This is an optimization exercise on Yosys and OpenROAD, whose aim is a short achievable clock period and few clock cycles, not a production implementation.
Power and IR drop assume default switching activity.

==> 07-25 <==
Design datapath, start of the top module:
module datapath (input clock, reset,
		 output [31:0] imem_addr,
		 input  [31:0] imem_rdata,
		 output        dmem_we,
		 output [31:0] dmem_addr, dmem_wdata,
		 input  [31:0] dmem_rdata);
reg [31:0] pc_f;
reg        v_d, pred_d;
reg [31:0] ins_d, pc4_d, btgt_d;
reg        he_rs, he_rt, hm_rs, hm_rt;	 
reg [31:0] rsx_d, rtx_d;		 
reg        mf_d, ldst_d;
reg [31:0] a_e, b_e, sd_e, alt_e;
reg        sld_e, lta_e, ltb_e;
reg        we_e, ld_e, st_e, br_e, brl_e, bne_e, pred_e, mul_e, msg_e;
reg [4:0]  wr_e;
reg        arith_e, sub_e, xp_e, xg_e, xt_e, xn_e, sls_e, slu_e, mhi_e, mlo_e;
reg [31:0] res_m, sd_m;
reg        we_m, ld_m, st_m;
reg [4:0]  wr_m;
reg        bl_m, bne_l, pred_l;
reg [31:0] alt_l, cmpa_l, cmpb_l;
reg [31:0] ma, hi0, hi1;
reg [32:0] lo;
reg [50:0] mdig;
reg        msg, mv1, mv2, mv3;
reg [511:0] mrows8;
reg [191:0] mrows3;
reg [31:0] rf [1:31];
wire stall_d, redirect, redirect_m;
wire [31:0] redirect_pc;
wire [31:0] memval = ld_m ? dmem_rdata : res_m;
wire [31:0] ins_f = imem_rdata;
wire [4:0]  rs_f = ins_f[25:21];
wire [4:0]  rt_f = ins_f[20:16];
wire [31:0] pc4_f = pc_f + 32'd4;
wire [5:0]  op_f = ins_f[31:26];
wire jmp_f = op_f == 6'b000010;
wire beq_f = op_f == 6'b000100;
wire bne_f = op_f == 6'b000101;
wire same_f = rs_f == rt_f;
wire pred_f = (beq_f & (same_f | ins_f[15])) | (bne_f & ~same_f);
wire [17:0] blo_x = {1'b0, pc_f[17:2], 1'b1} + {1'b0, ins_f[15:0], 1'b1};
wire [16:0] blo_f = blo_x[17:1];
wire [13:0] bhi = pc_f[31:18];
reg  [13:0] bhi_inc, bhi_dec;
integer q;
always @* begin
  ...
clock: 5.8 ns
lec_check: 0
cap_margin: 20
core_margin: 2
core_utilization: 40
setup_slack_margin: 3.2
slew_margin: 20
standard.sh (not shown) runs the stock make flow with config.mk's settings and CLKGATE_MAP_FILE= SYNTH_SCRIPT=/design/flow/synth_recipe.tcl, a recipe that flattens the netlist after the stock synthesis.
==> flow/flow/run.sh <==
#!/bin/bash
# Layout flow: the standard flow, with synthesis mapping the logic through ABC with a
# delay-oriented script (flow/speed.abc) in place of the default one. Everything else,
# including the registers that synthesis produces, is the standard flow's.
set -euo pipefail
here=$(pwd)
bash standard.sh SYNTH_SCRIPT=$here/flow/synth.tcl finish > $here/standard.log 2>&1
==> flow/flow/speed.abc <==
&get -n
&st
&dch
&nf
&put
buffer -c
topo
stime -c
upsize -c
dnsize -c
==> flow/flow/synth.tcl <==
# The standard flow's synthesis script, with the ABC mapping script replaced by flow/speed.abc
set ::speed_abc [file join [file dirname [file normalize [info script]]] speed.abc]
proc abc {args} {
  set i [lsearch $args -script]
  lset args [expr {$i + 1}] $::speed_abc
  yosys abc {*}$args
}
source [file join [file dirname [file dirname [file normalize [info script]]]] synth_recipe.tcl]
==> 11-28 (differences from 07-25) <==
--- a/flow/design.v
+++ b/flow/design.v
@@ -53,48 +53,57 @@
 csa64 c2(.x(u0), .y(u1), .z(u2), .s(v0), .c(v1));
 csa64 c3(.x(u3), .y(u4), .z(u5), .s(v2), .c(v3));
 wire [63:0] w0, w1;
 csa64 c4(.x(v0), .y(v1), .z(v2), .s(w0), .c(w1));
 assign out = {v3, w1, w0};
 endmodule
-module mul_fin(input [191:0] rows, output [32:0] lo, output [31:0] hi0, hi1);
-wire [63:0] s, c;
+module mul_red3(input [191:0] rows, output [63:0] s, c);
 csa64 c0(.x(rows[0 +: 64]), .y(rows[64 +: 64]), .z(rows[128 +: 64]), .s(s), .c(c));
+endmodule
+module mul_fin(input [127:0] rows, output [32:0] lo, output [31:0] hi0, hi1);
+wire [63:0] s = rows[63:0];
+wire [63:0] c = rows[127:64];
 assign lo = {1'b0, s[31:0]} + {1'b0, c[31:0]};
 assign hi0 = s[63:32] + c[63:32];
 wire [32:0] hi1x = {s[63:32], 1'b1} + {c[63:32], 1'b1};
 assign hi1 = hi1x[32:1];
 endmodule
 module datapath (input clock, reset,
 		 output [31:0] imem_addr,
 		 input  [31:0] imem_rdata,
 		 output        dmem_we,
 		 output [31:0] dmem_addr, dmem_wdata,
 		 input  [31:0] dmem_rdata);
-reg [31:0] pc_f;
+reg [31:2] pcw;		 
+wire [31:0] pc_f = {pcw, 2'b00};
 reg        v_d, pred_d;
-reg [31:0] ins_d, pc4_d, btgt_d;
+reg [31:0] ins_d, pc4_d, pcj_d, rsv_d, rtv_d;
+reg [16:0] blo_d;
+reg [13:0] pch_d;
 reg        he_rs, he_rt, hm_rs, hm_rt;	 
-reg [31:0] rsx_d, rtx_d;		 
 reg        mf_d, ldst_d;
 reg [31:0] a_e, b_e, sd_e, alt_e;
 reg        sld_e, lta_e, ltb_e;
-reg        we_e, ld_e, st_e, br_e, brl_e, bne_e, pred_e, mul_e, msg_e;
+reg        we_e, ld_e, st_e, br_e, brl_e, bne_e, pred_e, mul_e, msg_e, kill_e;
 reg [4:0]  wr_e;
-reg        arith_e, sub_e, xp_e, xg_e, xt_e, xn_e, sls_e, slu_e, mhi_e, mlo_e;
+reg        arith_e, sub_e, xp_e, xg_e, xt_e, xn_e, xb_e, sls_e, slu_e, mhi_e, mlo_e;
 reg [31:0] res_m, sd_m;
 reg        we_m, ld_m, st_m;
 reg [4:0]  wr_m;
 reg        bl_m, bne_l, pred_l;
 reg [31:0] alt_l, cmpa_l, cmpb_l;
+reg [31:0] wd_w;
+reg        we_w;
+reg [4:0]  wr_w;
 reg [31:0] ma, hi0, hi1;
 reg [32:0] lo;
 reg [50:0] mdig;
-reg        msg, mv1, mv2, mv3;
+reg        msg, mv1, mv2, mv3, mv4;
 reg [511:0] mrows8;
 reg [191:0] mrows3;
+reg [127:0] mrows2;
 reg [31:0] rf [1:31];
 wire stall_d, redirect, redirect_m;
 wire [31:0] redirect_pc;
 wire [31:0] memval = ld_m ? dmem_rdata : res_m;
 wire [31:0] ins_f = imem_rdata;
 wire [4:0]  rs_f = ins_f[25:21];
@@ -102,51 +111,58 @@
 wire [31:0] pc4_f = pc_f + 32'd4;
 wire [5:0]  op_f = ins_f[31:26];
 wire jmp_f = op_f == 6'b000010;
 wire beq_f = op_f == 6'b000100;
 wire bne_f = op_f == 6'b000101;
 wire same_f = rs_f == rt_f;
-wire pred_f = (beq_f & (same_f | ins_f[15])) | (bne_f & ~same_f);
 wire [17:0] blo_x = {1'b0, pc_f[17:2], 1'b1} + {1'b0, ins_f[15:0], 1'b1};
 wire [16:0] blo_f = blo_x[17:1];
-wire [13:0] bhi = pc_f[31:18];
-reg  [13:0] bhi_inc, bhi_dec;
-integer q;
+wire [31:0] btgt_f = {pc_f[31:18], blo_f[15:0], 2'b00};
+wire pred_f = ((beq_f & (same_f | ins_f[15])) | (bne_f & ~same_f)) & (blo_f[16] == ins_f[15]);
+wire [31:0] jtgt_f = {pc4_f[31:28], ins_f[25:0], 2'b00};
+localparam NJ = 4;
+localparam NJB = 2;
+reg [NJ-1:0] jv;
+reg [29:0] jtag [0:NJ-1];
+reg [29:0] jdst [0:NJ-1];
+reg [NJ-1:0] jhit_f;
+reg [29:0] jt_f;
+integer u;
 always @* begin
-	for (q = 0; q < 14; q = q + 1) begin
-		bhi_inc[q] = bhi[q] ^ ((bhi & ((14'd1 << q) - 14'd1)) == ((14'd1 << q) - 14'd1));
-		bhi_dec[q] = bhi[q] ^ ((bhi & ((14'd1 << q) - 14'd1)) == 14'd0);
+	jt_f = 30'b0;
+	for (u = 0; u < NJ; u = u + 1) begin
+		jhit_f[u] = jv[u] & (jtag[u] == pc4_f[31:2]);
+		jt_f = jt_f | ({30{jhit_f[u]}} & jdst[u]);
 	end
 end
-wire [13:0] bhi_f = (blo_f[16] == ins_f[15]) ? bhi : blo_f[16] ? bhi_inc : bhi_dec;
-wire [31:0] btgt_f = {bhi_f, blo_f[15:0], 2'b00};
-wire [31:0] jtgt_f = {pc4_f[31:28], ins_f[25:0], 2'b00};
-wire [31:0] npc_f = jmp_f ? jtgt_f : pred_f ? btgt_f : pc4_f;
+wire fold_f = |jhit_f;
+wire [31:0] seq_f = fold_f ? {jt_f, 2'b00} : pc4_f;
+wire [31:0] npc_f = jmp_f ? jtgt_f : pred_f ? btgt_f : seq_f;
 always @(posedge clock)
 begin
-	if (reset) pc_f <= 32'b0;
-	else if (redirect | stall_d) pc_f <= redirect ? redirect_pc : pc_f;
-	else pc_f <= npc_f;
+	if (reset) pcw <= 30'b0;
+	else if (redirect) pcw <= redirect_pc[31:2];
+	else if (~stall_d) pcw <= npc_f[31:2];
 end
 assign imem_addr = pc_f;
 wire rt0_f = op_f == 6'b000000;
 wire [5:0] fn_f = ins_f[5:0];
 wire ralu_f = rt0_f & (fn_f == 6'h20 | fn_f == 6'h21 | fn_f == 6'h22 | fn_f == 6'h23 | fn_f == 6'h24 |
 		       fn_f == 6'h25 | fn_f == 6'h26 | fn_f == 6'h01 | fn_f == 6'h2a | fn_f == 6'h2b);
 wire mul_f = rt0_f & (fn_f == 6'h18 | fn_f == 6'h19);
 wire ialu_f = op_f == 6'h08 | op_f == 6'h09 | op_f == 6'h0a | op_f == 6'h0b | op_f == 6'h0c |
 	      op_f == 6'h0d | op_f == 6'h0e;
 wire urs_f = ralu_f | mul_f | ialu_f | op_f == 6'h23 | op_f == 6'h2b;
 wire urt_f = ralu_f | mul_f;
 wire mf_f = rt0_f & (fn_f == 6'h10 | fn_f == 6'h12);
-reg [31:0] rsx_f, rtx_f;
-integer z;
-always @* for (z = 0; z < 32; z = z + 1) begin
-	rsx_f[z] = (rs_f == z) && (z != 0);
-	rtx_f[z] = (rt_f == z) && (z != 0);
-end
+wire [31:0] rf_rs = (rs_f == 5'b0) ? 32'b0 : rf[rs_f];
+wire [31:0] rf_rt = (rt_f == 5'b0) ? 32'b0 : rf[rt_f];
+wire [31:0] rsw_f = (we_w & (wr_w == rs_f)) ? wd_w : rf_rs;
+wire [31:0] rtw_f = (we_w & (wr_w == rt_f)) ? wd_w : rf_rt;
+wire [31:0] rsv_f = (we_m & (wr_m == rs_f)) ? memval : rsw_f;
+wire [31:0] rtv_f = (we_m & (wr_m == rt_f)) ? memval : rtw_f;
 wire [5:0] op = ins_d[31:26];
 wire [5:0] fn = ins_d[5:0];
 wire [4:0] rs = ins_d[25:21];
 wire [4:0] rt = ins_d[20:16];
 wire [4:0] rd = ins_d[15:11];
 wire rtype = op == 6'b000000;
@@ -180,98 +196,123 @@
 wire [4:0] wr_d = rtype ? rd : rt;
 wire we_d = (r_alu | f_hi | f_lo | i_alu | i_lui | i_lw) & (wr_d != 5'b0);
 wire zext = i_and | i_or | i_xor;
 wire [31:0] imm_d = i_lui ? {ins_d[15:0], 16'b0} : {{16{ins_d[15] & ~zext}}, ins_d[15:0]};
 wire hit_e_rs = he_rs & we_e;
 wire hit_e_rt = he_rt & we_e;
-reg [31:0] rf_rs, rf_rt;
-integer y;
-always @* begin
-	rf_rs = 32'b0;
-	rf_rt = 32'b0;
-	for (y = 1; y < 32; y = y + 1) begin
-		rf_rs = rf_rs | ({32{rsx_d[y]}} & rf[y]);
-		rf_rt = rf_rt | ({32{rtx_d[y]}} & rf[y]);
-	end
-end
-wire [31:0] v_rs = (hm_rs & we_m) ? memval : rf_rs;
-wire [31:0] v_rt = (hm_rt & we_m) ? memval : rf_rt;
+wire [31:0] v_rs = (hm_rs & we_m) ? memval : rsv_d;
+wire [31:0] v_rt = (hm_rt & we_m) ? memval : rtv_d;
 wire ld_use = ldst_d & we_e;
-wire mf_wait = mf_d & (mul_e | mv1 | mv2);
+wire mf_wait = mf_d & (mul_e | mv1 | mv2 | mv3);
 assign stall_d = v_d & (ld_use | mf_wait);
-wire go_d = v_d & ~stall_d & ~redirect;
+wire go_d = v_d & ~stall_d;
 always @(posedge clock)
 begin
 	if (reset | redirect) v_d <= 1'b0;
 	else if (~stall_d) v_d <= 1'b1;
 	ldst_d <= ~stall_d & v_d & i_lw & ((wr_d == rs_f & urs_f) | (wr_d == rt_f & urt_f));
 	if (stall_d) begin
+		rsv_d <= v_rs;
+		rtv_d <= v_rt;
 		hm_rs <= wr_e == rs;
 		hm_rt <= wr_e == rt;
 	end else begin
 		ins_d <= ins_f;
-		pc4_d <= pc4_f;
-		btgt_d <= btgt_f;
+		pc4_d <= seq_f;
+		pcj_d <= pc4_f;
+		blo_d <= blo_f;
+		pch_d <= pc_f[31:18];
 		pred_d <= pred_f;
-		rsx_d <= rsx_f;
-		rtx_d <= rtx_f;
+		rsv_d <= rsv_f;
+		rtv_d <= rtv_f;
 		mf_d <= mf_f;
 		he_rs <= wr_d == rs_f;
 		he_rt <= wr_d == rt_f;
 		hm_rs <= wr_e == rs_f;
 		hm_rt <= wr_e == rt_f;
 	end
 end
+wire i_j = op == 6'b000010;
+wire [29:0] jpc_d = pcj_d[31:2] - 30'd1;
+reg [NJ-1:0] jdup;
+integer w;
+always @* for (w = 0; w < NJ; w = w + 1) jdup[w] = jv[w] & (jtag[w] == jpc_d);
+reg [NJB-1:0] jptr;
+always @(posedge clock)
+begin
+	if (reset) begin
+		jv <= {NJ{1'b0}};
+		jptr <= {NJB{1'b0}};
+	end else if (v_d & i_j & ~(|jdup)) begin
+		jv[jptr] <= 1'b1;
+		jtag[jptr] <= jpc_d;
+		jdst[jptr] <= {pcj_d[31:28], ins_d[25:0]};
+		jptr <= jptr + 1'b1;
+	end
+end
 wire [31:0] res_e;
 wire fb_d = hit_e_rt & ~use_imm;
 wire [31:0] v_b = use_imm ? imm_d : v_rt;
+reg  [13:0] bhi_inc, bhi_dec;
+integer q;
+always @* begin
+	for (q = 0; q < 14; q = q + 1) begin
+		bhi_inc[q] = pch_d[q] ^ ((pch_d & ((14'd1 << q) - 14'd1)) == ((14'd1 << q) - 14'd1));
+		bhi_dec[q] = pch_d[q] ^ ((pch_d & ((14'd1 << q) - 14'd1)) == 14'd0);
+	end
+end
+wire [13:0] bhi_d = (blo_d[16] == ins_d[15]) ? pch_d : blo_d[16] ? bhi_inc : bhi_dec;
+wire [31:0] btgt_d = {bhi_d, blo_d[15:0], 2'b00};
 wire [31:0] bpre = sub_d ? ~v_b : v_b;
 wire fbp = fb_d & ~sub_d;
 wire fbn = fb_d & sub_d;
 always @(posedge clock)
 begin
 	if (reset) begin
+		kill_e <= 1'b0;
 		we_e <= 1'b0; ld_e <= 1'b0; st_e <= 1'b0; br_e <= 1'b0; mul_e <= 1'b0;
 	end else begin
+		kill_e <= redirect;
 		we_e <= go_d & we_d;
 		ld_e <= go_d & i_lw;
 		st_e <= go_d & i_sw;
 		br_e <= go_d & i_br;
 		mul_e <= go_d & f_mul;
 	end
 	wr_e <= wr_d;
 	bne_e <= i_bne;
 	msg_e <= ~fn[0];
 	pred_e <= pred_d;
 	alt_e <= pred_d ? pc4_d : btgt_d;
-	a_e <= i_lui ? 32'b0 : hit_e_rs ? res_e : v_rs;
+	a_e <= hit_e_rs ? res_e : v_rs;
 	b_e <= fbp ? res_e : fbn ? ~res_e : bpre;
 	sd_e <= hit_e_rt ? res_e : v_rt;
 	sld_e <= hit_e_rt & ld_e;
 	lta_e <= hit_e_rs & ld_e;
 	ltb_e <= hit_e_rt & ld_e;
 	brl_e <= ld_e & (hit_e_rs | hit_e_rt);
 	arith_e <= f_add | i_add | i_lw | i_sw | f_sub;
 	sub_e <= sub_d;
 	xp_e <= f_add | i_add | i_lw | i_sw | f_sub | f_xor | i_xor;
 	xg_e <= f_and | i_and;
-	xt_e <= f_or | i_or | i_lui;
+	xt_e <= f_or | i_or;
 	xn_e <= f_xnor;
+	xb_e <= i_lui;
 	sls_e <= f_slt | i_slt;
 	slu_e <= f_sltu | i_sltu;
 	mhi_e <= f_hi;
 	mlo_e <= f_lo;
 end
 wire [31:0] a = a_e;
 wire [31:0] b = b_e;	 
 wire [31:0] g0 = a & b;
 wire [31:0] t0 = a | b;
 wire [31:0] p0 = a ^ b;
 wire [31:0] hi = lo[32] ? hi1 : hi0;
 wire [31:0] x = ({32{xp_e}} & p0) | ({32{xg_e}} & g0) | ({32{xt_e}} & t0) | ({32{xn_e}} & ~p0)
-	      | ({32{mhi_e}} & hi) | ({32{mlo_e}} & lo[31:0]);
+	      | ({32{xb_e}} & b_e) | ({32{mhi_e}} & hi) | ({32{mlo_e}} & lo[31:0]);
 reg [31:0] g, p, gn, pn;
 integer i, l;
 always @* begin
 	g = g0; p = t0;
 	g[0] = g0[0] | (t0[0] & sub_e);
 	for (l = 1; l < 32; l = l * 2) begin
@@ -286,26 +327,27 @@
 wire [31:0] c = {g[30:0], sub_e};
 wire [31:0] r = x ^ (c & {32{arith_e}});
 wire lt = (sls_e & (p0[31] ? ~g[30] : a[31])) | (slu_e & ~g[31]);
 assign res_e = {r[31:1], r[0] | lt};
 wire eq = a_e == b_e;
 wire taken_e = bne_e ^ eq;
-wire redirect_e = br_e & ~brl_e & (taken_e != pred_e);
+wire redirect_e = br_e & ~kill_e & ~brl_e & (taken_e != pred_e);
+wire go_e = ~kill_e & ~redirect_m;	 
 wire eq_l = cmpa_l == cmpb_l;
 assign redirect_m = bl_m & ((bne_l ^ eq_l) != pred_l);
 assign redirect = redirect_m | redirect_e;
 assign redirect_pc = redirect_m ? alt_l : alt_e;
 always @(posedge clock)
 begin
 	if (reset) begin
 		we_m <= 1'b0; ld_m <= 1'b0; st_m <= 1'b0; bl_m <= 1'b0;
 	end else begin
-		we_m <= we_e & ~redirect_m;
-		ld_m <= ld_e & ~redirect_m;
-		st_m <= st_e & ~redirect_m;
-		bl_m <= br_e & brl_e & ~redirect_m;
+		we_m <= we_e & go_e;
+		ld_m <= ld_e & go_e;
+		st_m <= st_e & go_e;
+		bl_m <= br_e & brl_e & go_e;
 	end
 	wr_m <= wr_e;
 	res_m <= res_e;
 	sd_m <= sld_e ? dmem_rdata : sd_e;
 	bne_l <= bne_e;
 	pred_l <= pred_e;
@@ -313,47 +355,56 @@
 	cmpa_l <= lta_e ? dmem_rdata : a_e;
 	cmpb_l <= ltb_e ? dmem_rdata : b_e;
 end
 wire [50:0] dig;
 wire [511:0] rows8;
 wire [191:0] rows3;
+wire [127:0] rows2;
 wire [32:0] plo;
 wire [31:0] phi0, phi1;
 booth_enc menc(.b(b_e), .sgn(msg_e), .dig(dig));
 mul_pp  mpp(.a(ma), .sgn(msg), .dig(mdig), .rows(rows8));
 mul_red mrd(.rows(mrows8), .out(rows3));
-mul_fin mfn(.rows(mrows3), .lo(plo), .hi0(phi0), .hi1(phi1));
+mul_red3 mr3(.rows(mrows3), .s(rows2[63:0]), .c(rows2[127:64]));
+mul_fin mfn(.rows(mrows2), .lo(plo), .hi0(phi0), .hi1(phi1));
 always @(posedge clock)
 begin
 	if (reset) begin
-		mv1 <= 1'b0; mv2 <= 1'b0; mv3 <= 1'b0;
+		mv1 <= 1'b0; mv2 <= 1'b0; mv3 <= 1'b0; mv4 <= 1'b0;
 	end else begin
-		mv1 <= mul_e & ~redirect_m;
+		mv1 <= mul_e & go_e;
 		mv2 <= mv1;
 		mv3 <= mv2;
+		mv4 <= mv3;
 	end
-	if (mul_e) begin
-		ma <= a_e;
-		mdig <= dig;
-		msg <= msg_e;
-	end
-	if (mv1) mrows8 <= rows8;
-	if (mv2) mrows3 <= rows3;
-	if (mv3) begin
+	ma <= a_e;
+	mdig <= dig;
+	msg <= msg_e;
+	mrows8 <= rows8;
+	mrows3 <= rows3;
+	mrows2 <= rows2;
+	if (mv4) begin
 		lo <= plo;
 		hi0 <= phi0;
 		hi1 <= phi1;
 	end
 end
 assign dmem_addr = res_m;
 assign dmem_wdata = sd_m;
 assign dmem_we = st_m;
+always @(posedge clock)
+begin
+	if (reset) we_w <= 1'b0;
+	else we_w <= we_m;
+	wr_w <= wr_m;
+	wd_w <= memval;
+end
 integer k;
 always @(posedge clock)
 begin
 	if (reset) begin
 		for (k = 1; k < 32; k = k + 1) rf[k] <= 32'b0;
-	end else if (we_m) begin
-		rf[wr_m] <= memval;
+	end else if (we_w) begin
+		rf[wr_w] <= wd_w;
 	end
 end
 endmodule
==> flow/config.mk (replaced) <==
export PLATFORM = sky130hd
export DESIGN_NAME = datapath
export DESIGN_NICKNAME = datapath
export VERILOG_FILES = /design/flow/design.v
export SDC_FILE = /design/flow/constraint.sdc
export NUM_CORES = 8
export LEC_CHECK = 0
export CAP_MARGIN = 25
export CORE_MARGIN = 2
export CORE_UTILIZATION = 40
export SETUP_SLACK_MARGIN = 3.2
export SLEW_MARGIN = 20
==> comparison <==
- 11-28 finished clean. 07-25 completed without violations.
- Between 11-28 and 07-25, the lower clock power is in 07-25 (gap 21%, measured against 07-25).
- Worst setup slack: 11-28 is lower than 07-25 (0.72 ns).
- Synthesized cell count: 07-25 is lower than 11-28 (11%).
- Hold slack: 07-25 is worse than 11-28 (0.027 ns).
- Between 11-28 and 07-25, the lower clock-buffer cell count is in 07-25 (gap 117).
- Of 11-28 and 07-25, 07-25 has the higher global-route usage (gap 1.7 points).
- Of 07-25 and 11-28, 11-28 has the higher die area (gap about 15%, measured against 11-28).
- Combinational power: 07-25 is lower than 11-28 (about 90%).
- Register-to-register slack: 11-28 is worse than 07-25 (0.72 ns).
- Wire length: 11-28 is higher than 07-25 (10%).
- Design area: 11-28 is higher than 07-25 (17%).
==> figures <==
	11-28	07-25
Area fraction in compound gates after synthesis	9.743%	14.00%
Reg-to-reg critical path startpoint	pcj_d[12]	rtx_d[8]
Minimum period implied by the final worst setup slack	4.000 ns	3.279 ns
H-Tree Level Count	5	4
Placement Setup Slack	0.8794 ns	1.076 ns
Sw Pwr	27.94 mW	9.942 mW
Critical Path Fanout Max	6	2
WL/cell	32.17 microns	33.21 microns
Switching Fraction	36.79%	26.01%
Non-clock buffer instance count of the final layout	1,279	1,167
Part of the power in registers	34.6%	47.5%
Inst Count DP	15,510	13,670
Maximum vdd drop	0.0003359 V	0.0002840 V
Max-area cell class	multi-input gates	flip-flops and latches
Worst hold slack	0.3246 ns	0.2977 ns
Share of the final layout cell area in sequential cells	39.73%	42.40%
Result of the run	complete, no violations	complete, no violations
Comb power	30.2 mW	3.94 mW
Worst path slowest cell	sky130_fd_sc_hd__or4_4	sky130_fd_sc_hd__edfxtp_1
Post-route cell area	172,900 sq um	147,900 sq um
CTS Sinks	2,663	2,196
Simple-Gate Fraction of Synth Area	9.472%	9.083%
Crit path to	jdst[0][6]	b_e[21]
No functional check of the RTL was part of any run of this note.

-- what the ideal ports hide --
Ports are ideal in the flow. The routed layouts listed here were re-timed in OpenROAD.
Step 1 (the two cells are an assumption about what drives the block):
set clk [get_ports {clock}]
set_driving_cell -lib_cell sky130_fd_sc_hd__clkbuf_16 $clk
set_driving_cell -lib_cell sky130_fd_sc_hd__buf_2 [delete_from_list [all_inputs] $clk]
Step 2 moves the port delays by t, midway between the first and last clock arrival at a register: inputs arrive t later, outputs are due t later. That takes back most of the time a late clock gives input paths.
Three values: ideal ports, drivers, drivers and shift; two values: the first two.
run	t, ns	setup slack, ns	clock arrival spread, ns
07-25	1.043	2.521 / 2.521 / 1.983	0.119 / 0.119
11-28	1.027	1.800 / 1.800 / 1.299	0.068 / 0.067
After both steps setup and hold are still met in every run listed. The setup slack of 07-25, which loses most, moves by 0.000 ns with the drivers and by -0.538 ns with both steps.
